What follows belongs to an exercise in optimizing a design on an open flow for small area, a short achievable clock period and few clock cycles; a production flow would make more cautious choices.
Only simulation tests tie the RTL to the original design; equivalence was not proved.
Power figures rest on the tool's default switching activity, not on a simulated workload.

==> design.v <==
module multi_64_33_9_10_16_3(clk, reset, s_data_in_x, s_valid_x, s_ready_x, m_data_out_y, m_valid_y, m_ready_y);
    parameter                      T = 16;
    input                          clk, reset, s_valid_x, m_ready_y;
    input signed [T-1:0]           s_data_in_x;
    output logic                   s_ready_x, m_valid_y;
    output logic signed [T-1:0]    m_data_out_y;
    logic [5:0] idx, idx_n;
    logic [3:0] credit, credit_n;
    logic accept, reserve, pop;
    assign accept   = s_valid_x & s_ready_x;
    assign reserve  = accept & (idx >= 6'd49);
    assign pop      = m_valid_y & m_ready_y;
    assign idx_n    = idx + {5'd0, accept};
    assign credit_n = credit - {3'd0, reserve} + {3'd0, pop};
    always_ff @(posedge clk) begin
        if (reset) begin
            idx       <= 6'd0;
            credit    <= 4'd15;
            s_ready_x <= 1'b1;
        end else begin
            idx       <= idx_n;
            credit    <= credit_n;
            s_ready_x <= (idx_n < 6'd49) | (credit_n != 0);
        end
    end
    logic signed [15:0] x0;
    logic v0;
    logic [2:0] t0;
    always_ff @(posedge clk) begin
        x0 <= s_data_in_x;
        t0 <= {idx >= 6'd49, idx >= 6'd40, idx >= 6'd32};
        if (reset) v0 <= 1'b0; else v0 <= accept;
    end
    logic [16:0] l1_x1;
    assign l1_x1 = {{1{x0[15]}}, x0};
    logic [16:0] l1_x3;
    assign l1_x3 = (l1_x1 << 1) + l1_x1;
    logic [16:0] l1_x5;
    assign l1_x5 = (l1_x1 << 2) + l1_x1;
    logic [16:0] l1_x7;
    assign l1_x7 = (l1_x1 << 3) - l1_x1;
    logic [16:0] l1_x9;
    assign l1_x9 = (l1_x1 << 3) + l1_x1;
    logic [16:0] l1_x15;
    assign l1_x15 = (l1_x1 << 4) - l1_x1;
    logic [32:0] l1_ovf;
    assign l1_ovf[0] = (x0 > 16'sd1260) | (x0 < -16'sd1260);
    assign l1_ovf[1] = (x0 > 16'sd138) | (x0 < -16'sd138);
    assign l1_ovf[2] = (x0 < -16'sd910) | (x0 > 16'sd910);
    assign l1_ovf[3] = (x0 < -16'sd1213) | (x0 > 16'sd1213);
    assign l1_ovf[4] = (x0 < -16'sd352) | (x0 > 16'sd352);
    assign l1_ovf[5] = (x0 > 16'sd295) | (x0 < -16'sd295);
    assign l1_ovf[6] = (x0 > 16'sd168) | (x0 < -16'sd168);
    assign l1_ovf[7] = (x0 > 16'sd287) | (x0 < -16'sd287);
    assign l1_ovf[8] = 1'b0;
    assign l1_ovf[9] = (x0 > 16'sd140) | (x0 < -16'sd140);
    assign l1_ovf[10] = (x0 < -16'sd162) | (x0 > 16'sd162);
    assign l1_ovf[11] = (x0 < -16'sd2340) | (x0 > 16'sd2340);
    assign l1_ovf[12] = (x0 > 16'sd266) | (x0 < -16'sd266);
    assign l1_ovf[13] = (x0 > 16'sd138) | (x0 < -16'sd138);
    assign l1_ovf[14] = (x0 > 16'sd780) | (x0 < -16'sd780);
    assign l1_ovf[15] = (x0 < -16'sd10922) | (x0 > 16'sd10922);
    assign l1_ovf[16] = (x0 > 16'sd187) | (x0 < -16'sd187);
    assign l1_ovf[17] = (x0 < -16'sd215) | (x0 > 16'sd215);
    assign l1_ovf[18] = (x0 > 16'sd420) | (x0 < -16'sd420);
    assign l1_ovf[19] = (x0 < -16'sd156) | (x0 > 16'sd156);
    assign l1_ovf[20] = (x0 < -16'sd130) | (x0 > 16'sd130);
    assign l1_ovf[21] = (x0 < -16'sd159) | (x0 > 16'sd159);
    assign l1_ovf[22] = (x0 > 16'sd364) | (x0 < -16'sd364);
    assign l1_ovf[23] = (x0 > 16'sd606) | (x0 < -16'sd606);
    assign l1_ovf[24] = (x0 > 16'sd165) | (x0 < -16'sd165);
    assign l1_ovf[25] = (x0 < -16'sd1092) | (x0 > 16'sd1092);
    assign l1_ovf[26] = (x0 > 16'sd148) | (x0 < -16'sd148);
    assign l1_ovf[27] = (x0 < -16'sd682) | (x0 > 16'sd682);
    assign l1_ovf[28] = (x0 < -16'sd4095) | (x0 > 16'sd4096);
    assign l1_ovf[29] = (x0 > 16'sd193) | (x0 < -16'sd193);
    assign l1_ovf[30] = (x0 > 16'sd309) | (x0 < -16'sd309);
    assign l1_ovf[31] = (x0 < -16'sd137) | (x0 > 16'sd137);
    assign l1_ovf[32] = (x0 > 16'sd219) | (x0 < -16'sd219);
    logic l1_neg;
    assign l1_neg = x0[15];
    logic [16:0] l1_b1, l1_b3, l1_b5, l1_b7, l1_b9, l1_b15;
    logic [32:0] l1_ovf_b;
    logic l1_neg_b, l1_v_b;
    logic [2:0] l1_t_b;
    always_ff @(posedge clk) begin
        l1_b1 <= l1_x1;
        l1_b3 <= l1_x3;
        l1_b5 <= l1_x5;
        l1_b7 <= l1_x7;
        l1_b9 <= l1_x9;
        l1_b15 <= l1_x15;
        l1_ovf_b <= l1_ovf;
        l1_neg_b <= l1_neg;
        l1_t_b <= t0;
        if (reset) l1_v_b <= 1'b0; else l1_v_b <= v0;
    end
    wire [16:0] l1_m1 = l1_b1;
    wire [16:0] l1_m3 = l1_b3;
    wire [16:0] l1_m7 = l1_b7;
    wire [16:0] l1_m9 = l1_b9;
    wire [16:0] l1_m13 = l1_b3 + (l1_b5 << 1);   
    wire [16:0] l1_m15 = l1_b15;
    wire [16:0] l1_m19 = l1_b1 + (l1_b9 << 1);   
    wire [16:0] l1_m21 = l1_b3 + (l1_b9 << 1);   
    wire [16:0] l1_m27 = l1_b9 + (l1_b9 << 1);   
    wire [16:0] l1_m39 = l1_b9 + (l1_b15 << 1);   
    wire [16:0] l1_m45 = l1_b15 + (l1_b15 << 1);   
    wire [16:0] l1_m53 = (l1_b15 << 2) - l1_b7;   
    wire [16:0] l1_m55 = (l1_b15 << 2) - l1_b5;   
    wire [16:0] l1_m57 = (l1_b15 << 2) - l1_b3;   
    wire [16:0] l1_m59 = (l1_b15 << 2) - l1_b1;   
    wire [16:0] l1_m93 = (l1_b3 << 5) - l1_b3;   
    wire [16:0] l1_m99 = l1_b3 + (l1_b3 << 5);   
    wire [16:0] l1_m101 = (l1_b3 << 5) + l1_b5;   
    wire [16:0] l1_m103 = (l1_b7 << 4) - l1_b9;   
    wire [16:0] l1_m105 = (l1_b15 << 3) - l1_b15;   
    wire [16:0] l1_m111 = (l1_b15 << 3) - l1_b9;   
    wire [16:0] l1_m117 = (l1_b15 << 3) - l1_b3;   
    wire [16:0] l1_m119 = (l1_b15 << 3) - l1_b1;   
    wire [16:0] l1_m123 = l1_b3 + (l1_b15 << 3);   
    wire [16:0] l1_m149 = l1_b5 + (l1_b9 << 4);   
    wire [16:0] l1_m169 = (l1_b5 << 5) + l1_b9;   
    wire [16:0] l1_m175 = (l1_b5 << 5) + l1_b15;   
    wire [16:0] l1_m195 = l1_b3 + (l1_b3 << 6);   
    wire [16:0] l1_m251 = (l1_b1 << 8) - l1_b5;   
    logic [15:0] l1_op0;
    logic [15:0] l1_op1;
    logic [16:0] l1_op2;
    logic [16:0] l1_op3;
    logic [16:0] l1_op4;
    logic [15:0] l1_op5;
    logic [15:0] l1_op6;
    logic [15:0] l1_op7;
    logic [15:0] l1_op8;
    logic [15:0] l1_op9;
    logic [16:0] l1_op10;
    logic [16:0] l1_op11;
    logic [15:0] l1_op12;
    logic [15:0] l1_op13;
    logic [15:0] l1_op14;
    logic [16:0] l1_op15;
    logic [15:0] l1_op16;
    logic [16:0] l1_op17;
    logic [15:0] l1_op18;
    logic [16:0] l1_op19;
    logic [16:0] l1_op20;
    logic [16:0] l1_op21;
    logic [15:0] l1_op22;
    logic [15:0] l1_op23;
    logic [15:0] l1_op24;
    logic [16:0] l1_op25;
    logic [15:0] l1_op26;
    logic [16:0] l1_op27;
    logic [16:0] l1_op28;
    logic [15:0] l1_op29;
    logic [15:0] l1_op30;
    logic [16:0] l1_op31;
    logic [15:0] l1_op32;
    logic l1_v_o;
    logic [2:0] l1_t_o;
    always_ff @(posedge clk) begin
        l1_op0 <= l1_ovf_b[0] ? (l1_neg_b ? 16'h8000 : 16'h7fff) : {l1_m13[14:0], 1'd0};
        l1_op1 <= l1_ovf_b[1] ? (l1_neg_b ? 16'h8000 : 16'h7fff) : {l1_m59[13:0], 2'd0};
        l1_op2 <= l1_ovf_b[2] ? (l1_neg_b ? 17'h18001 : 17'h08000) : {l1_m9[14:0], 2'd0};
        l1_op3 <= l1_ovf_b[3] ? (l1_neg_b ? 17'h18001 : 17'h08000) : l1_m27;
        l1_op4 <= l1_ovf_b[4] ? (l1_neg_b ? 17'h18001 : 17'h08000) : l1_m93;
        l1_op5 <= l1_ovf_b[5] ? (l1_neg_b ? 16'h8000 : 16'h7fff) : l1_m111[15:0];
        l1_op6 <= l1_ovf_b[6] ? (l1_neg_b ? 16'h8000 : 16'h7fff) : l1_m195[15:0];
        l1_op7 <= l1_ovf_b[7] ? (l1_neg_b ? 16'h8000 : 16'h7fff) : {l1_m57[14:0], 1'd0};
        l1_op8 <= l1_ovf_b[8] ? (l1_neg_b ? 16'h8000 : 16'h7fff) : l1_m1[15:0];
        l1_op9 <= l1_ovf_b[9] ? (l1_neg_b ? 16'h8000 : 16'h7fff) : {l1_m117[14:0], 1'd0};
        l1_op10 <= l1_ovf_b[10] ? (l1_neg_b ? 17'h18001 : 17'h08000) : {l1_m101[15:0], 1'd0};
        l1_op11 <= l1_ovf_b[11] ? (l1_neg_b ? 17'h18001 : 17'h08000) : {l1_m7[15:0], 1'd0};
        l1_op12 <= l1_ovf_b[12] ? (l1_neg_b ? 16'h8000 : 16'h7fff) : l1_m123[15:0];
        l1_op13 <= l1_ovf_b[13] ? (l1_neg_b ? 16'h8000 : 16'h7fff) : {l1_m59[13:0], 2'd0};
        l1_op14 <= l1_ovf_b[14] ? (l1_neg_b ? 16'h8000 : 16'h7fff) : {l1_m21[14:0], 1'd0};
        l1_op15 <= l1_ovf_b[15] ? (l1_neg_b ? 17'h18001 : 17'h08000) : l1_m3;
        l1_op16 <= l1_ovf_b[16] ? (l1_neg_b ? 16'h8000 : 16'h7fff) : l1_m175[15:0];
        l1_op17 <= l1_ovf_b[17] ? (l1_neg_b ? 17'h18001 : 17'h08000) : {l1_m19[13:0], 3'd0};
        l1_op18 <= l1_ovf_b[18] ? (l1_neg_b ? 16'h8000 : 16'h7fff) : {l1_m39[14:0], 1'd0};
        l1_op19 <= l1_ovf_b[19] ? (l1_neg_b ? 17'h18001 : 17'h08000) : {l1_m105[15:0], 1'd0};
        l1_op20 <= l1_ovf_b[20] ? (l1_neg_b ? 17'h18001 : 17'h08000) : l1_m251;
        l1_op21 <= l1_ovf_b[21] ? (l1_neg_b ? 17'h18001 : 17'h08000) : {l1_m103[15:0], 1'd0};
        l1_op22 <= l1_ovf_b[22] ? (l1_neg_b ? 16'h8000 : 16'h7fff) : {l1_m45[14:0], 1'd0};
        l1_op23 <= l1_ovf_b[23] ? (l1_neg_b ? 16'h8000 : 16'h7fff) : {l1_m27[14:0], 1'd0};
        l1_op24 <= l1_ovf_b[24] ? (l1_neg_b ? 16'h8000 : 16'h7fff) : {l1_m99[14:0], 1'd0};
        l1_op25 <= l1_ovf_b[25] ? (l1_neg_b ? 17'h18001 : 17'h08000) : {l1_m15[15:0], 1'd0};
        l1_op26 <= l1_ovf_b[26] ? (l1_neg_b ? 16'h8000 : 16'h7fff) : {l1_m55[13:0], 2'd0};
        l1_op27 <= l1_ovf_b[27] ? (l1_neg_b ? 17'h18001 : 17'h08000) : {l1_m3[12:0], 4'd0};
        l1_op28 <= l1_ovf_b[28] ? (l1_neg_b ? 17'h18001 : 17'h08000) : {l1_m1[13:0], 3'd0};
        l1_op29 <= l1_ovf_b[29] ? (l1_neg_b ? 16'h8000 : 16'h7fff) : l1_m169[15:0];
        l1_op30 <= l1_ovf_b[30] ? (l1_neg_b ? 16'h8000 : 16'h7fff) : {l1_m53[14:0], 1'd0};
        l1_op31 <= l1_ovf_b[31] ? (l1_neg_b ? 17'h18001 : 17'h08000) : {l1_m119[15:0], 1'd0};
        l1_op32 <= l1_ovf_b[32] ? (l1_neg_b ? 16'h8000 : 16'h7fff) : l1_m149[15:0];
        l1_t_o <= l1_t_b;
        if (reset) l1_v_o <= 1'b0; else l1_v_o <= l1_v_b;
    end
    logic signed [15:0] l1_s [0:31];
    logic [14:0] l1_y;
    wire [16:0] l1_sum0 = {l1_op0[15], l1_op0};
    wire [16:0] l1_sum1 = {l1_s[0][15], l1_s[0]} + {l1_op1[15], l1_op1};
    wire [16:0] l1_sum2 = {l1_s[1][15], l1_s[1]} - l1_op2;
    wire [16:0] l1_sum3 = {l1_s[2][15], l1_s[2]} - l1_op3;
    wire [16:0] l1_sum4 = {l1_s[3][15], l1_s[3]} - l1_op4;
    wire [16:0] l1_sum5 = {l1_s[4][15], l1_s[4]} + {l1_op5[15], l1_op5};
    wire [16:0] l1_sum6 = {l1_s[5][15], l1_s[5]} + {l1_op6[15], l1_op6};
    wire [16:0] l1_sum7 = {l1_s[6][15], l1_s[6]} + {l1_op7[15], l1_op7};
    wire [16:0] l1_sum8 = {l1_s[7][15], l1_s[7]} + {l1_op8[15], l1_op8};
    wire [16:0] l1_sum9 = {l1_s[8][15], l1_s[8]} + {l1_op9[15], l1_op9};
    wire [16:0] l1_sum10 = {l1_s[9][15], l1_s[9]} - l1_op10;
    wire [16:0] l1_sum11 = {l1_s[10][15], l1_s[10]} - l1_op11;
    wire [16:0] l1_sum12 = {l1_s[11][15], l1_s[11]} + {l1_op12[15], l1_op12};
    wire [16:0] l1_sum13 = {l1_s[12][15], l1_s[12]} + {l1_op13[15], l1_op13};
    wire [16:0] l1_sum14 = {l1_s[13][15], l1_s[13]} + {l1_op14[15], l1_op14};
    wire [16:0] l1_sum15 = {l1_s[14][15], l1_s[14]} - l1_op15;
    wire [16:0] l1_sum16 = {l1_s[15][15], l1_s[15]} + {l1_op16[15], l1_op16};
    wire [16:0] l1_sum17 = {l1_s[16][15], l1_s[16]} - l1_op17;
    wire [16:0] l1_sum18 = {l1_s[17][15], l1_s[17]} + {l1_op18[15], l1_op18};
    wire [16:0] l1_sum19 = {l1_s[18][15], l1_s[18]} - l1_op19;
    wire [16:0] l1_sum20 = {l1_s[19][15], l1_s[19]} - l1_op20;
    wire [16:0] l1_sum21 = {l1_s[20][15], l1_s[20]} - l1_op21;
    wire [16:0] l1_sum22 = {l1_s[21][15], l1_s[21]} + {l1_op22[15], l1_op22};
    wire [16:0] l1_sum23 = {l1_s[22][15], l1_s[22]} + {l1_op23[15], l1_op23};
    wire [16:0] l1_sum24 = {l1_s[23][15], l1_s[23]} + {l1_op24[15], l1_op24};
    wire [16:0] l1_sum25 = {l1_s[24][15], l1_s[24]} - l1_op25;
    wire [16:0] l1_sum26 = {l1_s[25][15], l1_s[25]} + {l1_op26[15], l1_op26};
    wire [16:0] l1_sum27 = {l1_s[26][15], l1_s[26]} - l1_op27;
    wire [16:0] l1_sum28 = {l1_s[27][15], l1_s[27]} - l1_op28;
    wire [16:0] l1_sum29 = {l1_s[28][15], l1_s[28]} + {l1_op29[15], l1_op29};
    wire [16:0] l1_sum30 = {l1_s[29][15], l1_s[29]} + {l1_op30[15], l1_op30};
    wire [16:0] l1_sum31 = {l1_s[30][15], l1_s[30]} - l1_op31;
    wire [16:0] l1_sum32 = {l1_s[31][15], l1_s[31]} + {l1_op32[15], l1_op32};
    always_ff @(posedge clk) begin
        if (l1_v_o) begin
            l1_s[0] <= (l1_sum0[16] != l1_sum0[15]) ? {l1_sum0[16], {15{~l1_sum0[16]}}} : l1_sum0[15:0];
            l1_s[1] <= (l1_sum1[16] != l1_sum1[15]) ? {l1_sum1[16], {15{~l1_sum1[16]}}} : l1_sum1[15:0];
            l1_s[2] <= (l1_sum2[16] != l1_sum2[15]) ? {l1_sum2[16], {15{~l1_sum2[16]}}} : l1_sum2[15:0];
            l1_s[3] <= (l1_sum3[16] != l1_sum3[15]) ? {l1_sum3[16], {15{~l1_sum3[16]}}} : l1_sum3[15:0];
            l1_s[4] <= (l1_sum4[16] != l1_sum4[15]) ? {l1_sum4[16], {15{~l1_sum4[16]}}} : l1_sum4[15:0];
            l1_s[5] <= (l1_sum5[16] != l1_sum5[15]) ? {l1_sum5[16], {15{~l1_sum5[16]}}} : l1_sum5[15:0];
            l1_s[6] <= (l1_sum6[16] != l1_sum6[15]) ? {l1_sum6[16], {15{~l1_sum6[16]}}} : l1_sum6[15:0];
            l1_s[7] <= (l1_sum7[16] != l1_sum7[15]) ? {l1_sum7[16], {15{~l1_sum7[16]}}} : l1_sum7[15:0];
            l1_s[8] <= (l1_sum8[16] != l1_sum8[15]) ? {l1_sum8[16], {15{~l1_sum8[16]}}} : l1_sum8[15:0];
            l1_s[9] <= (l1_sum9[16] != l1_sum9[15]) ? {l1_sum9[16], {15{~l1_sum9[16]}}} : l1_sum9[15:0];
            l1_s[10] <= (l1_sum10[16] != l1_sum10[15]) ? {l1_sum10[16], {15{~l1_sum10[16]}}} : l1_sum10[15:0];
            l1_s[11] <= (l1_sum11[16] != l1_sum11[15]) ? {l1_sum11[16], {15{~l1_sum11[16]}}} : l1_sum11[15:0];
            l1_s[12] <= (l1_sum12[16] != l1_sum12[15]) ? {l1_sum12[16], {15{~l1_sum12[16]}}} : l1_sum12[15:0];
            l1_s[13] <= (l1_sum13[16] != l1_sum13[15]) ? {l1_sum13[16], {15{~l1_sum13[16]}}} : l1_sum13[15:0];
            l1_s[14] <= (l1_sum14[16] != l1_sum14[15]) ? {l1_sum14[16], {15{~l1_sum14[16]}}} : l1_sum14[15:0];
            l1_s[15] <= (l1_sum15[16] != l1_sum15[15]) ? {l1_sum15[16], {15{~l1_sum15[16]}}} : l1_sum15[15:0];
            l1_s[16] <= (l1_sum16[16] != l1_sum16[15]) ? {l1_sum16[16], {15{~l1_sum16[16]}}} : l1_sum16[15:0];
            l1_s[17] <= (l1_sum17[16] != l1_sum17[15]) ? {l1_sum17[16], {15{~l1_sum17[16]}}} : l1_sum17[15:0];
            l1_s[18] <= (l1_sum18[16] != l1_sum18[15]) ? {l1_sum18[16], {15{~l1_sum18[16]}}} : l1_sum18[15:0];
            l1_s[19] <= (l1_sum19[16] != l1_sum19[15]) ? {l1_sum19[16], {15{~l1_sum19[16]}}} : l1_sum19[15:0];
            l1_s[20] <= (l1_sum20[16] != l1_sum20[15]) ? {l1_sum20[16], {15{~l1_sum20[16]}}} : l1_sum20[15:0];
            l1_s[21] <= (l1_sum21[16] != l1_sum21[15]) ? {l1_sum21[16], {15{~l1_sum21[16]}}} : l1_sum21[15:0];
            l1_s[22] <= (l1_sum22[16] != l1_sum22[15]) ? {l1_sum22[16], {15{~l1_sum22[16]}}} : l1_sum22[15:0];
            l1_s[23] <= (l1_sum23[16] != l1_sum23[15]) ? {l1_sum23[16], {15{~l1_sum23[16]}}} : l1_sum23[15:0];
            l1_s[24] <= (l1_sum24[16] != l1_sum24[15]) ? {l1_sum24[16], {15{~l1_sum24[16]}}} : l1_sum24[15:0];
            l1_s[25] <= (l1_sum25[16] != l1_sum25[15]) ? {l1_sum25[16], {15{~l1_sum25[16]}}} : l1_sum25[15:0];
            l1_s[26] <= (l1_sum26[16] != l1_sum26[15]) ? {l1_sum26[16], {15{~l1_sum26[16]}}} : l1_sum26[15:0];
            l1_s[27] <= (l1_sum27[16] != l1_sum27[15]) ? {l1_sum27[16], {15{~l1_sum27[16]}}} : l1_sum27[15:0];
            l1_s[28] <= (l1_sum28[16] != l1_sum28[15]) ? {l1_sum28[16], {15{~l1_sum28[16]}}} : l1_sum28[15:0];
            l1_s[29] <= (l1_sum29[16] != l1_sum29[15]) ? {l1_sum29[16], {15{~l1_sum29[16]}}} : l1_sum29[15:0];
            l1_s[30] <= (l1_sum30[16] != l1_sum30[15]) ? {l1_sum30[16], {15{~l1_sum30[16]}}} : l1_sum30[15:0];
            l1_s[31] <= (l1_sum31[16] != l1_sum31[15]) ? {l1_sum31[16], {15{~l1_sum31[16]}}} : l1_sum31[15:0];
            l1_y <= (l1_sum32[16] ? 15'd0 : (l1_sum32[15] ? 15'h7fff : l1_sum32[14:0]));
        end
    end
    logic l1_vo;
    logic [2:0] l1_to;
    always_ff @(posedge clk) begin
        l1_to <= l1_t_o;
        if (reset) l1_vo <= 1'b0; else l1_vo <= l1_v_o & l1_t_o[0];
    end
    logic [16:0] l2_x1;
    assign l2_x1 = {2'd0, l1_y};
    logic [16:0] l2_x3;
    assign l2_x3 = (l2_x1 << 1) + l2_x1;
    logic [16:0] l2_x5;
    assign l2_x5 = (l2_x1 << 2) + l2_x1;
    logic [8:0] l2_ovf;
    assign l2_ovf[0] = (l1_y > 15'd176);
    assign l2_ovf[1] = (l1_y > 15'd3640);
    assign l2_ovf[2] = (l1_y > 15'd163);
    assign l2_ovf[3] = (l1_y > 15'd181);
    assign l2_ovf[4] = (l1_y > 15'd468);
    assign l2_ovf[5] = (l1_y > 15'd192);
    assign l2_ovf[6] = (l1_y > 15'd442);
    assign l2_ovf[7] = (l1_y > 15'd356);
    assign l2_ovf[8] = (l1_y > 15'd146);
    logic l2_neg;
    assign l2_neg = 1'b0;
    logic [16:0] l2_b1, l2_b3, l2_b5;
    logic [8:0] l2_ovf_b;
    logic l2_neg_b, l2_v_b;
    logic [2:0] l2_t_b;
    always_ff @(posedge clk) begin
        l2_b1 <= l2_x1;
        l2_b3 <= l2_x3;
        l2_b5 <= l2_x5;
        l2_ovf_b <= l2_ovf;
        l2_neg_b <= l2_neg;
        l2_t_b <= l1_to;
        if (reset) l2_v_b <= 1'b0; else l2_v_b <= l1_vo;
    end
    wire [16:0] l2_m7 = l2_b1 + (l2_b3 << 1);   
    wire [16:0] l2_m9 = l2_b3 + (l2_b3 << 1);   
    wire [16:0] l2_m23 = l2_b3 + (l2_b5 << 2);   
    wire [16:0] l2_m25 = l2_b5 + (l2_b5 << 2);   
    wire [16:0] l2_m35 = (l2_b5 << 3) - l2_b5;   
    wire [16:0] l2_m37 = (l2_b5 << 3) - l2_b3;   
    wire [16:0] l2_m85 = l2_b5 + (l2_b5 << 4);   
    wire [16:0] l2_m93 = (l2_b3 << 5) - l2_b3;   
    wire [16:0] l2_m181 = l2_b1 - (l2_b3 << 2) + (l2_b3 << 6);   
    logic [16:0] l2_op0;
    logic [16:0] l2_op1;
    logic [16:0] l2_op2;
    logic [15:0] l2_op3;
    logic [16:0] l2_op4;
    logic [15:0] l2_op5;
    logic [16:0] l2_op6;
    logic [16:0] l2_op7;
    logic [15:0] l2_op8;
    logic l2_v_o;
    logic [2:0] l2_t_o;
    always_ff @(posedge clk) begin
        l2_op0 <= l2_ovf_b[0] ? (l2_neg_b ? 17'h18001 : 17'h08000) : {l2_m93[15:0], 1'd0};
        l2_op1 <= l2_ovf_b[1] ? (l2_neg_b ? 17'h18001 : 17'h08000) : l2_m9;
        l2_op2 <= l2_ovf_b[2] ? (l2_neg_b ? 17'h18001 : 17'h08000) : {l2_m25[13:0], 3'd0};
        l2_op3 <= l2_ovf_b[3] ? (l2_neg_b ? 16'h8000 : 16'h7fff) : l2_m181[15:0];
        l2_op4 <= l2_ovf_b[4] ? (l2_neg_b ? 17'h18001 : 17'h08000) : {l2_m35[15:0], 1'd0};
        l2_op5 <= l2_ovf_b[5] ? (l2_neg_b ? 16'h8000 : 16'h7fff) : {l2_m85[14:0], 1'd0};
        l2_op6 <= l2_ovf_b[6] ? (l2_neg_b ? 17'h18001 : 17'h08000) : {l2_m37[15:0], 1'd0};
        l2_op7 <= l2_ovf_b[7] ? (l2_neg_b ? 17'h18001 : 17'h08000) : {l2_m23[14:0], 2'd0};
        l2_op8 <= l2_ovf_b[8] ? (l2_neg_b ? 16'h8000 : 16'h7fff) : {l2_m7[10:0], 5'd0};
        l2_t_o <= l2_t_b;
        if (reset) l2_v_o <= 1'b0; else l2_v_o <= l2_v_b;
    end
    logic signed [15:0] l2_s [0:7];
    logic [14:0] l2_y;
    wire [16:0] l2_sum0 = 17'd0 - l2_op0;
    wire [16:0] l2_sum1 = {l2_s[0][15], l2_s[0]} - l2_op1;
    wire [16:0] l2_sum2 = {l2_s[1][15], l2_s[1]} - l2_op2;
    wire [16:0] l2_sum3 = {l2_s[2][15], l2_s[2]} + {l2_op3[15], l2_op3};
    wire [16:0] l2_sum4 = {l2_s[3][15], l2_s[3]} - l2_op4;
    wire [16:0] l2_sum5 = {l2_s[4][15], l2_s[4]} + {l2_op5[15], l2_op5};
    wire [16:0] l2_sum6 = {l2_s[5][15], l2_s[5]} - l2_op6;
    wire [16:0] l2_sum7 = {l2_s[6][15], l2_s[6]} - l2_op7;
    wire [16:0] l2_sum8 = {l2_s[7][15], l2_s[7]} + {l2_op8[15], l2_op8};
    always_ff @(posedge clk) begin
        if (l2_v_o) begin
            l2_s[0] <= (l2_sum0[16] != l2_sum0[15]) ? {l2_sum0[16], {15{~l2_sum0[16]}}} : l2_sum0[15:0];
            l2_s[1] <= (l2_sum1[16] != l2_sum1[15]) ? {l2_sum1[16], {15{~l2_sum1[16]}}} : l2_sum1[15:0];
            l2_s[2] <= (l2_sum2[16] != l2_sum2[15]) ? {l2_sum2[16], {15{~l2_sum2[16]}}} : l2_sum2[15:0];
            l2_s[3] <= (l2_sum3[16] != l2_sum3[15]) ? {l2_sum3[16], {15{~l2_sum3[16]}}} : l2_sum3[15:0];
            l2_s[4] <= (l2_sum4[16] != l2_sum4[15]) ? {l2_sum4[16], {15{~l2_sum4[16]}}} : l2_sum4[15:0];
            l2_s[5] <= (l2_sum5[16] != l2_sum5[15]) ? {l2_sum5[16], {15{~l2_sum5[16]}}} : l2_sum5[15:0];
            l2_s[6] <= (l2_sum6[16] != l2_sum6[15]) ? {l2_sum6[16], {15{~l2_sum6[16]}}} : l2_sum6[15:0];
            l2_s[7] <= (l2_sum7[16] != l2_sum7[15]) ? {l2_sum7[16], {15{~l2_sum7[16]}}} : l2_sum7[15:0];
            l2_y <= (l2_sum8[16] ? 15'd0 : (l2_sum8[15] ? 15'h7fff : l2_sum8[14:0]));
        end
    end
    logic l2_vo;
    logic [2:0] l2_to;
    always_ff @(posedge clk) begin
        l2_to <= l2_t_o;
        if (reset) l2_vo <= 1'b0; else l2_vo <= l2_v_o & l2_t_o[1];
    end
    logic [16:0] l3_x1;
    assign l3_x1 = {2'd0, l2_y};
    logic [16:0] l3_x5;
    assign l3_x5 = (l3_x1 << 2) + l3_x1;
    logic [16:0] l3_x7;
    assign l3_x7 = (l3_x1 << 3) - l3_x1;
    logic [16:0] l3_x9;
    assign l3_x9 = (l3_x1 << 3) + l3_x1;
    logic [9:0] l3_ovf;
    assign l3_ovf[0] = (l2_y > 15'd195);
    assign l3_ovf[1] = (l2_y > 15'd146);
    assign l3_ovf[2] = (l2_y > 15'd160);
    assign l3_ovf[3] = (l2_y > 15'd712);
    assign l3_ovf[4] = (l2_y > 15'd1129);
    assign l3_ovf[5] = (l2_y > 15'd266);
    assign l3_ovf[6] = (l2_y > 15'd564);
    assign l3_ovf[7] = (l2_y > 15'd219);
    assign l3_ovf[8] = (l2_y > 15'd193);
    assign l3_ovf[9] = (l2_y > 15'd511);
    logic l3_neg;
    assign l3_neg = 1'b0;
    logic [16:0] l3_b1, l3_b5, l3_b7, l3_b9;
    logic [9:0] l3_ovf_b;
    logic l3_neg_b, l3_v_b;
    logic [2:0] l3_t_b;
    always_ff @(posedge clk) begin
        l3_b1 <= l3_x1;
        l3_b5 <= l3_x5;
        l3_b7 <= l3_x7;
        l3_b9 <= l3_x9;
        l3_ovf_b <= l3_ovf;
        l3_neg_b <= l3_neg;
        l3_t_b <= l2_to;
        if (reset) l3_v_b <= 1'b0; else l3_v_b <= l2_vo;
    end
    wire [16:0] l3_m1 = l3_b1;
    wire [16:0] l3_m7 = l3_b7;
    wire [16:0] l3_m21 = l3_b7 + (l3_b7 << 1);   
    wire [16:0] l3_m23 = l3_b5 + (l3_b9 << 1);   
    wire [16:0] l3_m29 = l3_b1 + (l3_b7 << 2);   
    wire [16:0] l3_m51 = (l3_b7 << 3) - l3_b5;   
    wire [16:0] l3_m123 = (l3_b1 << 7) - l3_b5;   
    wire [16:0] l3_m149 = l3_b5 + (l3_b9 << 4);   
    wire [16:0] l3_m169 = (l3_b5 << 5) + l3_b9;   
    logic [15:0] l3_op0;
    logic [16:0] l3_op1;
    logic [15:0] l3_op2;
    logic [16:0] l3_op3;
    logic [15:0] l3_op4;
    logic [15:0] l3_op5;
    logic [15:0] l3_op6;
    logic [16:0] l3_op7;
    logic [15:0] l3_op8;
    logic [15:0] l3_op9;
    logic l3_v_o;
    logic [2:0] l3_t_o;
    always_ff @(posedge clk) begin
        l3_op0 <= l3_ovf_b[0] ? (l3_neg_b ? 16'h8000 : 16'h7fff) : {l3_m21[12:0], 3'd0};
        l3_op1 <= l3_ovf_b[1] ? (l3_neg_b ? 17'h18001 : 17'h08000) : {l3_m7[11:0], 5'd0};
        l3_op2 <= l3_ovf_b[2] ? (l3_neg_b ? 16'h8000 : 16'h7fff) : {l3_m51[13:0], 2'd0};
        l3_op3 <= l3_ovf_b[3] ? (l3_neg_b ? 17'h18001 : 17'h08000) : {l3_m23[15:0], 1'd0};
        l3_op4 <= l3_ovf_b[4] ? (l3_neg_b ? 16'h8000 : 16'h7fff) : l3_m29[15:0];
        l3_op5 <= l3_ovf_b[5] ? (l3_neg_b ? 16'h8000 : 16'h7fff) : l3_m123[15:0];
        l3_op6 <= l3_ovf_b[6] ? (l3_neg_b ? 16'h8000 : 16'h7fff) : {l3_m29[14:0], 1'd0};
        l3_op7 <= l3_ovf_b[7] ? (l3_neg_b ? 17'h18001 : 17'h08000) : l3_m149;
        l3_op8 <= l3_ovf_b[8] ? (l3_neg_b ? 16'h8000 : 16'h7fff) : l3_m169[15:0];
        l3_op9 <= l3_ovf_b[9] ? (l3_neg_b ? 16'h8000 : 16'h7fff) : {l3_m1[9:0], 6'd0};
        l3_t_o <= l3_t_b;
        if (reset) l3_v_o <= 1'b0; else l3_v_o <= l3_v_b;
    end
    logic signed [15:0] l3_s [0:8];
    logic [14:0] l3_y;
    wire [16:0] l3_sum0 = {l3_op0[15], l3_op0};
    wire [16:0] l3_sum1 = {l3_s[0][15], l3_s[0]} - l3_op1;
    wire [16:0] l3_sum2 = {l3_s[1][15], l3_s[1]} + {l3_op2[15], l3_op2};
    wire [16:0] l3_sum3 = {l3_s[2][15], l3_s[2]} - l3_op3;
    wire [16:0] l3_sum4 = {l3_s[3][15], l3_s[3]} + {l3_op4[15], l3_op4};
    wire [16:0] l3_sum5 = {l3_s[4][15], l3_s[4]} + {l3_op5[15], l3_op5};
    wire [16:0] l3_sum6 = {l3_s[5][15], l3_s[5]} + {l3_op6[15], l3_op6};
    wire [16:0] l3_sum7 = {l3_s[6][15], l3_s[6]} - l3_op7;
    wire [16:0] l3_sum8 = {l3_s[7][15], l3_s[7]} + {l3_op8[15], l3_op8};
    wire [16:0] l3_sum9 = {l3_s[8][15], l3_s[8]} + {l3_op9[15], l3_op9};
    always_ff @(posedge clk) begin
        if (l3_v_o) begin
            l3_s[0] <= (l3_sum0[16] != l3_sum0[15]) ? {l3_sum0[16], {15{~l3_sum0[16]}}} : l3_sum0[15:0];
            l3_s[1] <= (l3_sum1[16] != l3_sum1[15]) ? {l3_sum1[16], {15{~l3_sum1[16]}}} : l3_sum1[15:0];
            l3_s[2] <= (l3_sum2[16] != l3_sum2[15]) ? {l3_sum2[16], {15{~l3_sum2[16]}}} : l3_sum2[15:0];
            l3_s[3] <= (l3_sum3[16] != l3_sum3[15]) ? {l3_sum3[16], {15{~l3_sum3[16]}}} : l3_sum3[15:0];
            l3_s[4] <= (l3_sum4[16] != l3_sum4[15]) ? {l3_sum4[16], {15{~l3_sum4[16]}}} : l3_sum4[15:0];
            l3_s[5] <= (l3_sum5[16] != l3_sum5[15]) ? {l3_sum5[16], {15{~l3_sum5[16]}}} : l3_sum5[15:0];
            l3_s[6] <= (l3_sum6[16] != l3_sum6[15]) ? {l3_sum6[16], {15{~l3_sum6[16]}}} : l3_sum6[15:0];
            l3_s[7] <= (l3_sum7[16] != l3_sum7[15]) ? {l3_sum7[16], {15{~l3_sum7[16]}}} : l3_sum7[15:0];
            l3_s[8] <= (l3_sum8[16] != l3_sum8[15]) ? {l3_sum8[16], {15{~l3_sum8[16]}}} : l3_sum8[15:0];
        end
    end
    wire [14:0] res = (l3_sum9[16] ? 15'd0 : (l3_sum9[15] ? 15'h7fff : l3_sum9[14:0]));
    wire res_wr = l3_v_o & l3_t_o[2];
    logic [14:0] mem [0:13];
    logic [3:0] wp, rp;
    logic [3:0] cnt;
    logic [3:0] rel, rel_n;
    logic hv, take, direct;
    assign take = ~hv | pop;
    assign direct = (cnt == '0);
    assign rel_n = rel + ((accept && idx == 6'd63) ? 4'd15 : 4'd0) - {3'd0, pop};
    always_ff @(posedge clk) begin
        if (res_wr & ~(direct & take)) mem[wp] <= res;
        if (take) m_data_out_y <= {1'b0, direct ? res : mem[rp]};
        if (reset) begin
            wp <= '0;
            rp <= '0;
            cnt <= '0;
            hv <= 1'b0;
            rel <= '0;
            m_valid_y <= 1'b0;
        end else begin
            if (res_wr & ~(direct & take)) wp <= (wp == 4'd13) ? '0 : wp + 1'b1;
            if (take & ~direct) rp <= (rp == 4'd13) ? '0 : rp + 1'b1;
            cnt <= cnt + {3'd0, res_wr & ~(direct & take)} - {3'd0, take & ~direct};
            hv <= take ? (~direct | res_wr) : hv;
            rel <= rel_n;
            m_valid_y <= (take ? (~direct | res_wr) : hv) & (rel_n != '0);
        end
    end
endmodule
==> run.sh <==
#!/bin/bash
# synth_recipe.tcl (not shown) runs the flow's synth.tcl, then flattens the netlist and writes it again
# the make line also repeats each setting of config.mk as NAME=value (left out here)
make -C /OpenROAD-flow-scripts/flow DESIGN_CONFIG=/design/flow/config.mk WORK_HOME=/design/flow/orfs CLKGATE_MAP_FILE= SYNTH_SCRIPT=/design/flow/synth_recipe.tcl finish
==> config.mk <==
export PLATFORM = sky130hd
export DESIGN_NAME = multi_64_33_9_10_16_3
export DESIGN_NICKNAME = multi_64_33_9_10_16_3
export VERILOG_FILES = /design/flow/design.v
export SDC_FILE = /design/flow/constraint.sdc
export NUM_CORES = 4
export LEC_CHECK = 0
export CAP_MARGIN = 20
export CORE_MARGIN = 2
export CORE_UTILIZATION = 55
export CTS_BUF_LIST = sky130_fd_sc_hd__clkbuf_16
export CTS_CLUSTER_DIAMETER = 70
export CTS_CLUSTER_SIZE = 24
export PLACE_DENSITY = 0.7
export SETUP_SLACK_MARGIN = 4.5
export SLEW_MARGIN = 20
==> constraint.sdc <==
create_clock -name core_clock -period 8.0 [get_ports {clk}]
set_input_delay 1.6000 -clock core_clock [delete_from_list [all_inputs] [get_ports {clk}]]
set_output_delay 1.6000 -clock core_clock [all_outputs]
set_load 0.01 [all_outputs]
==> impl_metrics.toml, run 1 <==
[run_status]
status = "timing/DRC/antenna clean"

[timing]
finalSetupViolCount = 0
hold_ws_ps = 330.9
fin_crit_sh_pct = 45.52
slew_viol_final = 0
fin_skew_ps = 35.05
finalHoldViolCount = 0
slew_headroom_pct = 22.01
fin_crit_ps = 3642
max_freq_ghz = 0.2746
rsz0062_at_grt = "yes"
tightest_slew_ps = 1168
setup_tns_ps = 0

[yosys]
synth.distinct_cells = 110
synth_seq_area_share_pct = 40.53
synth_edf_count = 1035
netlist_area_um2 = 131900
ys_seq_elements = 2153
syn_avg_cell_area_um2 = 9.664
ys_dominant_reg_cell = "dfxtp_1"
synthCells = 13650
synthesis.nets = 15220
synth_warnings = 4
async_flop_share_pct = 0

[die]
core_um2 = 238300
die_y_um = 493.7
dieWidth_um = 493.7
rows = 179
initial_core_util_pct = 55.36
ios = 38
die_area_um2 = 243800

[pwr]
p_leak_nw = 57.52
p_total_mw = 31.95
powerDensity_nw_per_um2 = 223.0
ir_drop_mv = 0.1814

[detailed_routing]
drtAntennaViolNets = 0
viasPerCell = 6.048
drc = 0
drtIter0Drc = 8509
dr.pass1.iters = 6
vias = 102800
wl_per_cell_um = 23.22
drt-total-wl_um = 394500

[worst_setup_path]
path_class = "reg2reg"
slowest_delay_ps = 950
crit_cells = 9
critPathMaxFanout = 7
cpLargestDelayFamily = "flip-flops"
path_cells = "inv_1, ha_1, nand3_1, nand2_1, a211o_1, or2_1, a31oi_1, xnor2_1, o21ai_0"
worstRegToRegCells = 9
worstPathArrival_ps = 4320
path_buf_inv = 1
cp-end-kind = "register"
worstPathRequired_ps = 8680
critPathLaunchType = "register"
cp_slowest_cell = "dfxtp_1"

[grt]
grt_max_degree = 158
grt_usage_pct = 31.41
grt_antenna_before_repair = 13
grt_pass1_wl_um = 589600
grt_pass1_vias = 99790
overflow = 0

[clock_network]
clk_path_buf_depth = 3
cts_num_sinks = 2153
cts_root_buf = "clkbuf_16"
cts_tree = "built"
cts-buffers-inserted = 149
path_clk_slew_ps = 100
postCtsHoldBufs = 0
htreeDepth = 4
clk_latency_ps = 850

[layout]
drive_gt1_share_pct = 7.053
final_core_utilization_pct = 60.12
nets = 15250
finalNonFillerCells = 16990
area_delta_synth_final_pct = 8.596
fillers = 20060

[job]
drv_cap = 0

[place]
post-dp-hpwl_um = 298600
gp_congestion = 1.009
io_buffers = 36
place_inst = 16630

[worst_hold_path]
hold_depth = 0
min_path_type = "reg2reg"
-- registers in the layout, indices dropped and copies added (netlist names), 17 cells and up, named ones only --
name / flops
l1_s: 512
mem: 210
l3_s: 140
l2_s: 128
l1_ovf_b: 31
l1_op10: 17
l1_op11: 17
l1_op15: 17
l1_op19: 17
l1_op20: 17
l1_op21: 17
l1_op25: 17
l1_op31: 17
l1_op3: 17
l1_op4: 17
l2_op1: 17
l3_op7: 17
-- per-layer routing --
metal / vias to the layer above / routed length, um / track usage [%]
li1: 48900 / - / -
met1: 49190 / 157900 / 38.28
met2: 3576 / 181400 / 51.57
met3: 1080 / 24830 / 5.148
met4: 4 / 30210 / 20.37
met5: - / 25 / 0
-- layout make-up --
cell class                      instances  area, um2  share of cell area (%)
Antenna cell                           13      32.53                 0.02271
Clock buffer                          157       3929                   2.742
Clock inverter                        122       1379                  0.9625
Inverter                             1141       4320                   3.016
Multi-Input combinational cell      10040      74290                   51.86
Sequential cell                      2153      53510                   37.35
Tap cell                             3167       3963                   2.766
Timing Repair Buffer                  196       1828                   1.276
-- power breakdown --
part | internal (mW) | total [mW] | switching (mW)
registers | 12.4 | 13.0 | 0.611
clock network | 3.94 | 8.44 | 4.50
logic | 4.20 | 10.5 | 6.33
total | 20.5 | 32.0 | 11.4
-- worst paths after layout --
path	start	endpoint	slack (ps)
setup / recovery	l1_b3[12]	l1_op4[16]	4360
hold / removal	t0[0]	l1_t_b[0]	330
setup reg to reg	l1_b3[12]	l1_op4[16]	4360
hold reg to reg	t0[0]	l1_t_b[0]	330
-- timing repair --
action	CTS	global route
setup endpoints to repair	675	833
endpoints found under the hold margin	0	0
buffers inserted	20	46
cloned	1	6
pin swaps	8	44
gates resized for setup	112	220
-- synth_stat cells, drive strengths merged (29+ instances only) --
cell    number  share of area (%)
ha        1463                 14
a31oi      176               0.85
clkbuf     264               0.75
xor2       438                2.9
nor3       256               0.98
mux2        29               0.25
o21a       258                1.5
and3       105               0.50
o22ai       31               0.15
a21boi      86               0.49
edfxtp    1035                 24
a21oi     1232                4.7
o31ai      117               0.68
buf         59               0.22
fa          84                1.3
nand2      604                1.7
nand3      157               0.60
nand2b     279                1.3
dfxtp     1118                 17
and2        66               0.31
xnor2      698                4.7
o21bai     133               0.76
inv       1139                3.2
nor2b      220                1.0
maj3       117               0.89
o211ai      74               0.42
a31o        30               0.20
o41ai       32               0.25
nand4       56               0.27
or3         70               0.33
a211oi      92               0.53
nor4        38               0.18
a21o       319                1.8
mux2i       31               0.24
o21ai     1078                4.1
nor2      1054                3.0
mux4        60                1.0
or2        119               0.56
-- cells in the final DEF (no fill, tap or decap), types with 257 or more instances in the layout --
master and n:
nand2_1 580, a21oi_1 1204, xor2_1 430, nor2_1 1006
ha_1 1457, nand2b_1 279, o21a_1 257, o21ai_0 1040
edfxtp_1 1035, dfxtp_1 1094, a21o_1 318, inv_1 1141
xnor2_1 683
-- metrics by stage --
stage                     area [um2]  setup WS, ps
after global placement        135800          3500
final                         143300          4358
after CTS                     141800          4459
after floorplan               132000          3691
after detailed placement      135900          3433
after global routing          143200          4415
-- kinds of logic (layout without fill, tap and decap cells) --
| kind of cell | Yosys count | count (layout) | share of synthesized area (%) |
|---|---|---|---|
| DFF | 2153 | 2153 | 40.53 |
| other | 1 | 14 | 0.002843 |
| AOI/OAI and AO/OA | 3962 | 3962 | 18.53 |
| buffers and inverters | 1464 | 1616 | 4.222 |
| xor gates and xnor gates | 1136 | 1136 | 7.559 |
| adders and majority gates | 1664 | 1664 | 16.04 |
| muxes | 120 | 120 | 1.507 |
| and+or+nand+nor | 3151 | 3158 | 11.62 |
Testbench counts, summed over its fixed seeds: cycles 12,408.
==> run 2: changes to the inputs <==
--- a/config.mk
+++ b/config.mk
@@ -14,3 +14,3 @@
 export PLACE_DENSITY = 0.7
-export SETUP_SLACK_MARGIN = 4.5
+export SETUP_SLACK_MARGIN = 4.3
 export SLEW_MARGIN = 20
==> impl_metrics.toml, run 2 <==
[layout]
final_common_cell = "ha_1"
nets = 15230
fin_area_um2 = 142400
area_delta_synth_final_pct = 7.974
top_regs = "l1_s: 512 flops, mem: 210 flops, l3_s: 140 flops"
largest_reg_flops = 512
top_register = "l1_s"
final_cell_mix = "ha_1 (1460), a21oi_1 (1211), inv_1 (1143), dfxtp_1 (1099), o21ai_0 (1057)"
drive_gt1_share_pct = 6.250

[job]
drv_cap = 0

[clock_network]
clk_path_buf_depth = 3
cts-buffers-inserted = 152
cts_tree = "built"
cts_num_sinks = 2153
postCtsHoldBufs = 0
htreeDepth = 4
clk_latency_ps = 870
cts_root_buf = "clkbuf_16"
path_clk_slew_ps = 90

[worst_hold_path]
min-delay-start = "l2_t_b[1]"
min_to = "l2_t_o[1]"
hold_depth = 0
min_path_type = "reg2reg"

[yosys]
syn_avg_cell_area_um2 = 9.664
synth_top_area_share_pct = 23.56
ys_seq_elements = 2153
synthCells = 13650
async_flop_share_pct = 0
synth_seq_area_share_pct = 40.53
synth_warnings = 4
netlist_area_um2 = 131900
synth_area_leaders = "edfxtp_1 (24%), dfxtp_1 (17%), ha_1 (14%), a21oi_1 (4.6%), xnor2_1 (4.6%)"
synth_edf_count = 1035
yosysMostFrequentCell = "ha_1"
synth_common_cells = "ha_1 (1463), a21oi_1 (1222), inv_1 (1138)"
ys_dominant_reg_cell = "dfxtp_1"
synth.distinct_cells = 110
yosysTopAreaCell = "edfxtp_1"
synthesis.nets = 15220

[timing]
setup_tns_ps = 0
fin_crit_ps = 3644
max_freq_ghz = 0.2745
rsz0062_at_grt = "yes"
finalSetupViolCount = 0
slew_headroom_pct = 23.86
finalHoldViolCount = 0
slew_viol_final = 0
fin_crit_sh_pct = 45.54
fin_skew_ps = 46.04
tightest_slew_ps = 1136

[run_status]
status = "timing/DRC/antenna clean"

[place]
io_buffers = 36
post-dp-hpwl_um = 302700
dpl_cell_area_um2 = 135900
gp_congestion = 0.9975

[pwr]
powerDensity_nw_per_um2 = 224.2
p_leak_nw = 57.28
ir_drop_mv = 0.1933

[detailed_routing]
viasPerCell = 6.023
wl_per_cell_um = 23.31
vias = 102200
dr.pass1.iters = 8
drt-total-wl_um = 395700
drtAntennaViolNets = 0
drtIter0Drc = 8233
drc = 0

[worst_setup_path]
cp-end-kind = "register"
rr_endpoint = "l1_op24[15]"
r2r_slack_ps = 4360
worstPathArrival_ps = 4330
path_class = "reg2reg"
worstPathRequired_ps = 8690
worstRegToRegCells = 11
r2r_start = "l1_b3[8]"
critPathMaxFanout = 10
critPathLaunchType = "register"

[die]
core_um2 = 238300
ios = 38
dieWidth_um = 493.7
die_y_um = 493.7
die_area_um2 = 243800
initial_core_util_pct = 55.36
rows = 179

[grt]
grt_max_degree = 178
grt_pass1_vias = 99520
grt_pass1_wl_um = 592500
grt_usage_pct = 31.69
overflow = 0
grt_antenna_before_repair = 16
[run 2: layout make-up]
type,count,area [um2]
clock inverters,126,1463
multi-input cells,10040,73620
diodes,14,35.03
clock buffers,157,3929
flip-flops and latches,2153,53510
repair buffers,181,1613
well taps,3167,3963
inverters,1141,4309
fillers,20210,95860
[run 2: what timing repair did]
item,4_1_cts,5_1_grt
gates resized for setup,44,133
buffers inserted,17,20
endpoints found under the setup margin,460,739
pin swaps,3,9
gates cloned,0,1
[run 2: how the worst max path moves through the flow]
stage / from / to / cells past startpoint
finish: l1_b3[8] / l1_op24[15] / 11
global route: l1_b15[1] / l1_op19[16] / 13
CTS: l3_op9[4] / mem[6][5] / 11
detailed placement: m_ready_y / mem[6][5] / 8
global placement: m_ready_y / mem[6][13] / 8
floorplan: l1_v_o / l1_s[0][0] / 0
[run 2: where the power goes]
part           internal, mW  leakage, nW  total [mW]  switching, mW
Sequential             12.4         18.6        13.0          0.642
Clock                  3.99         2.67        8.54           4.55
Combinational          4.13         36.1        10.4           6.25
[run 2: metal layers]
layer	GRT usage [%]	share of wire (%)	wire length, um
met5	0	0.0058	23
met4	20.09	7.2	28470
met1	38.50	40	159000
met2	52.67	47	185000
met3	4.792	5.9	23230
[run 2: worst max-delay path, stage by stage, from the launching register on]
cell      delay (ps)
dfxtp_1          300
buf_4            230
inv_1            730
ha_1             410
inv_1            150
o21ai_0          100
a21oi_1          190
o21ai_0          100
a21o_1           210
a221o_1          310
nor4bb_1         150
nor4_1           610
[run 2: kinds of logic (layout without fill, tap and decap cells)]
| logic type | count (synthesis) | in the layout | share of synthesized area (%) |
|---|---|---|---|
| buffers and inverters | 1464 | 1605 | 4.222 |
| muxes | 120 | 120 | 1.507 |
| xor gates and xnor gates | 1136 | 1136 | 7.559 |
| DFF | 2153 | 2153 | 40.53 |
| AOI/OAI and AO/OA | 3962 | 3962 | 18.53 |
| adders and majority gates | 1664 | 1664 | 16.04 |
| and+or+nand+nor | 3151 | 3152 | 11.62 |
| other | 1 | 15 | 0.002843 |
[run 2: per-stage QoR]
step	utilization [%]	setup slack [ps]	power [mW]	hold WS, ps	std cells
after detailed placement	57.04	2842	23.29	312.1	16640
after CTS	59.43	4268	31.83	333.6	16940
after floorplan	-	3691	20.20	309.6	13650
after global placement	57.03	2882	23.11	313.2	16640
after global routing	59.76	4276	33.47	343.0	16960
final	59.77	4356	31.94	333.1	16970
==> run 3: changes to the inputs <==
--- a/config.mk
+++ b/config.mk
@@ -9,3 +9,3 @@
 export CORE_MARGIN = 2
-export CORE_UTILIZATION = 55
+export CORE_UTILIZATION = 65
 export CTS_BUF_LIST = sky130_fd_sc_hd__clkbuf_16
@@ -13,4 +13,4 @@
 export CTS_CLUSTER_SIZE = 24
-export PLACE_DENSITY = 0.7
-export SETUP_SLACK_MARGIN = 4.3
+export PLACE_DENSITY = 0.75
+export SETUP_SLACK_MARGIN = 4.7
 export SLEW_MARGIN = 20
==> impl_metrics.toml, run 3 <==
[clock_network]
postCtsHoldBufs = 0
cts_tree = "built"
clk_latency_ps = 860
cts_root_buf = "clkbuf_16"
clk_path_buf_depth = 3
path_clk_slew_ps = 90
cts_num_sinks = 2153
cts-buffers-inserted = 144
htreeDepth = 4

[yosys]
yosysMostFrequentCell = "ha_1"
async_flop_share_pct = 0
yosysTopAreaCell = "edfxtp_1"
ys_seq_elements = 2153
syn_avg_cell_area_um2 = 9.664
synth_edf_count = 1035
synth_area_leaders = "edfxtp_1 (24%), dfxtp_1 (17%), ha_1 (14%), a21oi_1 (4.6%), xnor2_1 (4.6%)"
synthCells = 13650
synthesis.nets = 15220
synth_common_cells = "ha_1 (1463), a21oi_1 (1222), inv_1 (1138)"
synth_seq_area_share_pct = 40.53
ys_dominant_reg_cell = "dfxtp_1"
synth_warnings = 4
synth.distinct_cells = 110
netlist_area_um2 = 131900
synth_top_area_share_pct = 23.56

[worst_setup_path]
path_class = "reg2reg"
r2r_start = "l1_s[10][0]"
critPathMaxFanout = 7
cp-startpoint = "l1_s[10][0]"
rr_endpoint = "l1_s[11][13]"
worstPathArrival_ps = 4000
cp-end-kind = "register"
critPathLaunchType = "register"
worstPathRequired_ps = 8610
r2r_slack_ps = 4610
worstRegToRegCells = 12

[detailed_routing]
vias = 105300
viasPerCell = 6.339
drc = 0
dr.pass1.iters = 6
drtIter0Drc = 9821
drt-total-wl_um = 396400
drtAntennaViolNets = 0
wl_per_cell_um = 23.86

[place]
io_buffers = 36
pre_cts_ws_ps = 3606
post-dp-hpwl_um = 293000
gp_congestion = 1.011

[die]
ios = 38
rows = 165
die_area_um2 = 206600
initial_core_util_pct = 65.34
core_um2 = 201900
die_y_um = 454.5
dieWidth_um = 454.5

[timing]
setup_slack_ps = 4608
fin_crit_sh_pct = 42.40
hold_ws_ps = 335.0
rsz0062_at_grt = "yes"
fin_crit_ps = 3392
finalSetupViolCount = 0
setup_tns_ps = 0
slew_headroom_pct = 21.18
tightest_slew_ps = 1181
max_freq_ghz = 0.2948
finalHoldViolCount = 0
slew_viol_final = 0
fin_skew_ps = 46.81

[layout]
area_delta_synth_final_pct = 9.378
top_register = "l1_s"
final_core_utilization_pct = 71.46
final_cell_mix = "ha_1 (1449), a21oi_1 (1175), inv_1 (1148), dfxtp_1 (1080), edfxtp_1 (1035)"
nets = 15360
final_common_cell = "ha_1"
largest_reg_flops = 512
top_regs = "l1_s: 512 flops, mem: 210 flops, l3_s: 140 flops"
drive_gt1_share_pct = 8.711

[grt]
grt_pass1_wl_um = 585800
grt_usage_pct = 36.96
overflow = 0
grt_antenna_before_repair = 17
grt_pass1_vias = 100700
grt_max_degree = 132

[pwr]
powerDensity_nw_per_um2 = 221.4
ir_drop_mv = 0.2525
p_total_mw = 31.95
p_leak_nw = 58.27

[worst_hold_path]
hold_depth = 0
min_path_type = "reg2reg"
min_to = "l2_t_b[2]"
min-delay-start = "l1_to[2]"

[job]
drv_cap = 0

[run_status]
status = "timing/DRC/antenna clean"
-- run 3: cell counts after synthesis --
Identical to the previous run, type by type.
-- run 3: final cells by class --
class / count / area, um2
multi-input combinational: 10050 / 75200
fill: 14710 / 57620
sequential: 2153 / 53550
inverter: 1141 / 4328
clock buffer: 159 / 3979
tap: 2672 / 3343
timing repair buffer: 301 / 2753
clock inverter: 110 / 1079
antenna: 26 / 65.06
-- run 3: critical path, stage by stage, from the launching register on --
cell and delay (ps):
edfxtp_1 390, inv_1 70, ha_2 170, inv_2 40, fa_2 370, a21oi_4 160
o21bai_4 80, a211oi_2 260, nor3_2 100, or4b_1 530, a2111o_1 420, o311a_4 200
maj3_1 370
-- run 3: worst max path at each step --
stage,endpoint,depth (start not counted),slack [ps]
floorplan,l1_s[0][0],0,3690
global placement,s_ready_x,13,3500
detailed placement,s_ready_x,13,3610
CTS,l1_ovf_b[22],9,4650
global route,l2_b5[12],11,4450
finish,l1_s[11][13],12,4610
-- run 3: logic make-up (layout without fill, tap and decap cells) --
kind of cell    count (synthesis)  count (layout)  share of synthesized area (%)
compound gates               3962            3962                          18.53
simple gates                 3151            3166                          11.62
flops                        2153            2153                          40.53
fa+ha+maj                    1664            1664                          16.04
buf+inv                      1464            1711                          4.222
xor+xnor                     1136            1137                          7.559
mux                           120             120                          1.507
other cells                     1              27                       0.002843
-- run 3: stage by stage --
step / std cells / cell area (um2)
floorplan: 13650 / 132100
global placement: 16130 / 135200
detailed placement: 16130 / 135300
CTS: 16450 / 141600
global route: 16590 / 144200
finish: 16610 / 144300
-- run 3: what timing repair did --
action	4_1_cts	5_1_grt
setup buffers	50	115
pin swaps	31	110
setup endpoints to repair	870	960
gates resized for setup	242	373
gates cloned	2	16
endpoints found under the hold margin	0	0
-- run 3: layer usage --
layer / up-vias / routed length, um / GRT usage (%)
li1: 49170 / - / -
met1: 50300 / 153600 / 45.92
met2: 4623 / 180100 / 59.15
met3: 1195 / 31510 / 6.093
met4: 6 / 31150 / 25.19
met5: - / 38 / 0
-- run 3: report_power, final --
group	leakage [nW]	total, mW	internal (mW)	switching, mW
Sequential	18.6	13.0	12.4	0.672
Combinational	37.1	10.7	4.32	6.43
Clock	2.57	8.16	3.87	4.29
==> run 4: changes to the inputs <==
--- a/config.mk
+++ b/config.mk
@@ -9,8 +9,8 @@
 export CORE_MARGIN = 2
-export CORE_UTILIZATION = 65
-export CTS_BUF_LIST = sky130_fd_sc_hd__clkbuf_16
-export CTS_CLUSTER_DIAMETER = 70
-export CTS_CLUSTER_SIZE = 24
-export PLACE_DENSITY = 0.75
-export SETUP_SLACK_MARGIN = 4.7
+export CORE_UTILIZATION = 55
+export CTS_BUF_LIST = sky130_fd_sc_hd__clkbuf_8
+export CTS_CLUSTER_DIAMETER = 40
+export CTS_CLUSTER_SIZE = 16
+export PLACE_DENSITY = 0.7
+export SETUP_SLACK_MARGIN = 5
 export SLEW_MARGIN = 20
==> impl_metrics.toml, run 4 <==
[timing]
fin_crit_ps = 3388
rsz0062_at_grt = "yes"
setup_slack_ps = 4612
max_freq_ghz = 0.2952
tightest_slew_ps = 1254
finalHoldViolCount = 0
fin_skew_ps = 93.12
setup_tns_ps = 0
slew_viol_final = 0
slew_headroom_pct = 16.21
finalSetupViolCount = 0
fin_crit_sh_pct = 42.35

[yosys]
syn_avg_cell_area_um2 = 9.664
yosysMostFrequentCell = "ha_1"
synth_top_area_share_pct = 23.56
synthesis.nets = 15220
synth_seq_area_share_pct = 40.53
synth_area_leaders = "edfxtp_1 (24%), dfxtp_1 (17%), ha_1 (14%), a21oi_1 (4.6%), xnor2_1 (4.6%)"
synth_warnings = 4
netlist_area_um2 = 131900
synth.distinct_cells = 110
synthCells = 13650
ys_seq_elements = 2153
yosysTopAreaCell = "edfxtp_1"
async_flop_share_pct = 0
synth_edf_count = 1035
ys_dominant_reg_cell = "dfxtp_1"
synth_common_cells = "ha_1 (1463), a21oi_1 (1222), inv_1 (1138)"

[layout]
area_delta_synth_final_pct = 18.97
final_common_cell = "ha_1"
nets = 16030
fin_area_um2 = 156900
largest_reg_flops = 512
drive_gt1_share_pct = 19.19
top_regs = "l1_s: 512 flops, mem: 210 flops, l3_s: 140 flops"
final_cell_mix = "ha_1 (1374), inv_1 (1088), dfxtp_1 (1048), edfxtp_1 (1035), a21oi_1 (1000)"
top_register = "l1_s"

[grt]
overflow = 0
grt_antenna_before_repair = 15
grt_pass1_vias = 104400
grt_usage_pct = 32.41
grt_pass1_wl_um = 611200
grt_max_degree = 150

[die]
ios = 38
core_um2 = 238300
rows = 179
initial_core_util_pct = 55.36
die_area_um2 = 243800
dieWidth_um = 493.7
die_y_um = 493.7

[place]
io_buffers = 36
post-dp-hpwl_um = 294100
pre_cts_ws_ps = 3544
gp_congestion = 0.9897
dpl_cell_area_um2 = 136000

[run_status]
status = "timing/DRC/antenna clean"

[pwr]
p_total_mw = 36.62
powerDensity_nw_per_um2 = 233.4
pwr-share-seq_pct = 35.7
ir_drop_mv = 0.1626
switchingPower_mw = 13.27
power_frac_comb_pct = 33.4
p_int_mw = 23.36
power_frac_clock_pct = 30.9
p_leak_nw = 63.05
p_sw_share_pct = 36.22

[worst_setup_path]
slowest_delay_ps = 490
critPathLaunchType = "register"
path_class = "reg2out"
cpLargestDelayFamily = "flip-flops"
critPathMaxFanout = 1
worstPathArrival_ps = 1790
cp_slowest_cell = "edfxtp_1"
path_buf_inv = 1
r2r_slack_ps = 4720
worstPathRequired_ps = 6400
cp-end-kind = "output port"
path_cells = "buf_2"

[clock_network]
postCtsHoldBufs = 0
cts-buffers-inserted = 364
clk_path_buf_depth = 4
clk_latency_ps = 1110
cts_root_buf = "clkbuf_8"
cts_tree = "built"
path_clk_slew_ps = 80
cts_num_sinks = 2153
htreeDepth = 5

[detailed_routing]
drt-total-wl_um = 418600
viasPerCell = 6.042
vias = 108400
drtIter0Drc = 9619
wl_per_cell_um = 23.33
drc = 0
drtAntennaViolNets = 0
dr.pass1.iters = 8

[worst_hold_path]
min_path_type = "reg2reg"

[job]
drv_cap = 0
-- run 4: changes by cell type in the layout (fill, tap and decap cells not counted), moves of 80 or more --
cell | before | now
clkbuf_16 | 161 | 9
a21oi_1 | 1175 | 1000
a21oi_2 | 49 | 211
buf_4 | 221 | 537
clkbuf_8 | 0 | 382
o21ai_2 | 11 | 91
o21ai_0 | 1009 | 857
-- run 4: layout make-up --
type / instances / area (um2)
flip-flops and latches: 2153 / 53630
inverters: 1141 / 4422
well taps: 3167 / 3963
repair buffers: 727 / 6885
clock inverters: 280 / 3079
multi-input cells: 10080 / 79660
diodes: 15 / 37.54
repair inverters: 1 / 11.26
clock buffers: 382 / 5258
fillers: 18490 / 81350
-- run 4: power by group through the flow --
stage | Sequential, mW | Clock (mW) | Combinational, mW
6_report | 13.1 | 11.3 | 12.2
5_1_grt | 13.1 | 11.9 | 13.2
2_1_floorplan | 13.0 | 0 | 7.28
3_3_place_gp | 13.3 | 0 | 9.85
4_1_cts | 13.0 | 11.5 | 11.0
3_5_place_dp | 13.3 | 0 | 10.1
-- run 4: what timing repair did --
item	in CTS	in global routing
gates resized for setup	900	997
setup buffers	303	289
pin swaps	244	506
setup endpoints to repair	1282	1124
gates cloned	30	29
-- run 4: metal layers --
layer  part of all wire, %  wire length, um  global-route usage (%)  up-vias
met5                 0.011               48                       0        -
met4                   7.4            30770                   20.55        8
met3                   7.1            29570                   5.691     1367
met2                    46           193100                   52.71     4232
met1                    39           165000                   39.88    52090
li1                      -                -                       -    50710
-- run 4: final timing paths --
kind,endpoint,depth (start not counted),startpoint
worst max-delay path,m_data_out_y[14],1,m_data_out_y[14]
worst min-delay path,l1_t_o[0],0,l1_t_b[0]
worst max register to register,mem[9][2],14,l3_op9[4]
worst min register to register,l1_t_o[0],0,l1_t_b[0]
-- run 4: metrics by stage --
stage	std cells	hold slack [ps]	util, %
floorplan	13650	309.6	-
global placement	16620	312.1	57.05
detailed placement	16620	314.7	57.06
CTS	17610	330.8	63.08
global route	17940	322.8	65.85
finish	17940	309.2	65.86
-- run 4: cells by family after synthesis --
| family | after synthesis | synth area share [%] |
|---|---|---|
| compound gates | 3962 | 18.53 |
| xor+xnor | 1136 | 7.559 |
| fa+ha+maj | 1664 | 16.04 |
| buf+inv | 1464 | 4.222 |
| flops | 2153 | 40.53 |
| mux | 120 | 1.507 |
| other cells | 1 | 0.002843 |
| simple gates | 3151 | 11.62 |

## port drivers added, routing unchanged
In the flow no input, the clock included, has a driving cell. The finished layouts below were timed again as built, in two steps. Step 1: set_driving_cell puts a clkbuf_16 on clk and a buf_2 on each other input, an assumption about the parent block. Step 2 moves the port delays by t, midway between the first and last clock arrival at a register: inputs arrive t later, outputs are due t later. That takes back most of the time a late clock gives input paths. Three values: ideal ports, drivers, drivers and shift; two values: the first two.
| run | shift t [ns] | slack for setup (ns) | worst data-port slew with drivers (ns) |
|---|---|---|---|
| run 1 | 0.934 | 4.358 / 4.358 / 3.748 | 0.04 |
| run 2 | 0.944 | 4.356 / 4.356 / 3.529 | 0.04 |
| run 3 | 0.940 | 4.608 / 4.608 / 3.928 | 0.04 |
| run 4 | 1.163 | 4.612 / 4.516 / 4.030 | 0.03 |
After both steps setup and hold are still met in every run listed. For run 2, which loses most, drivers alone change the setup slack by 0.000 ns; drivers and shift together by -0.827 ns.
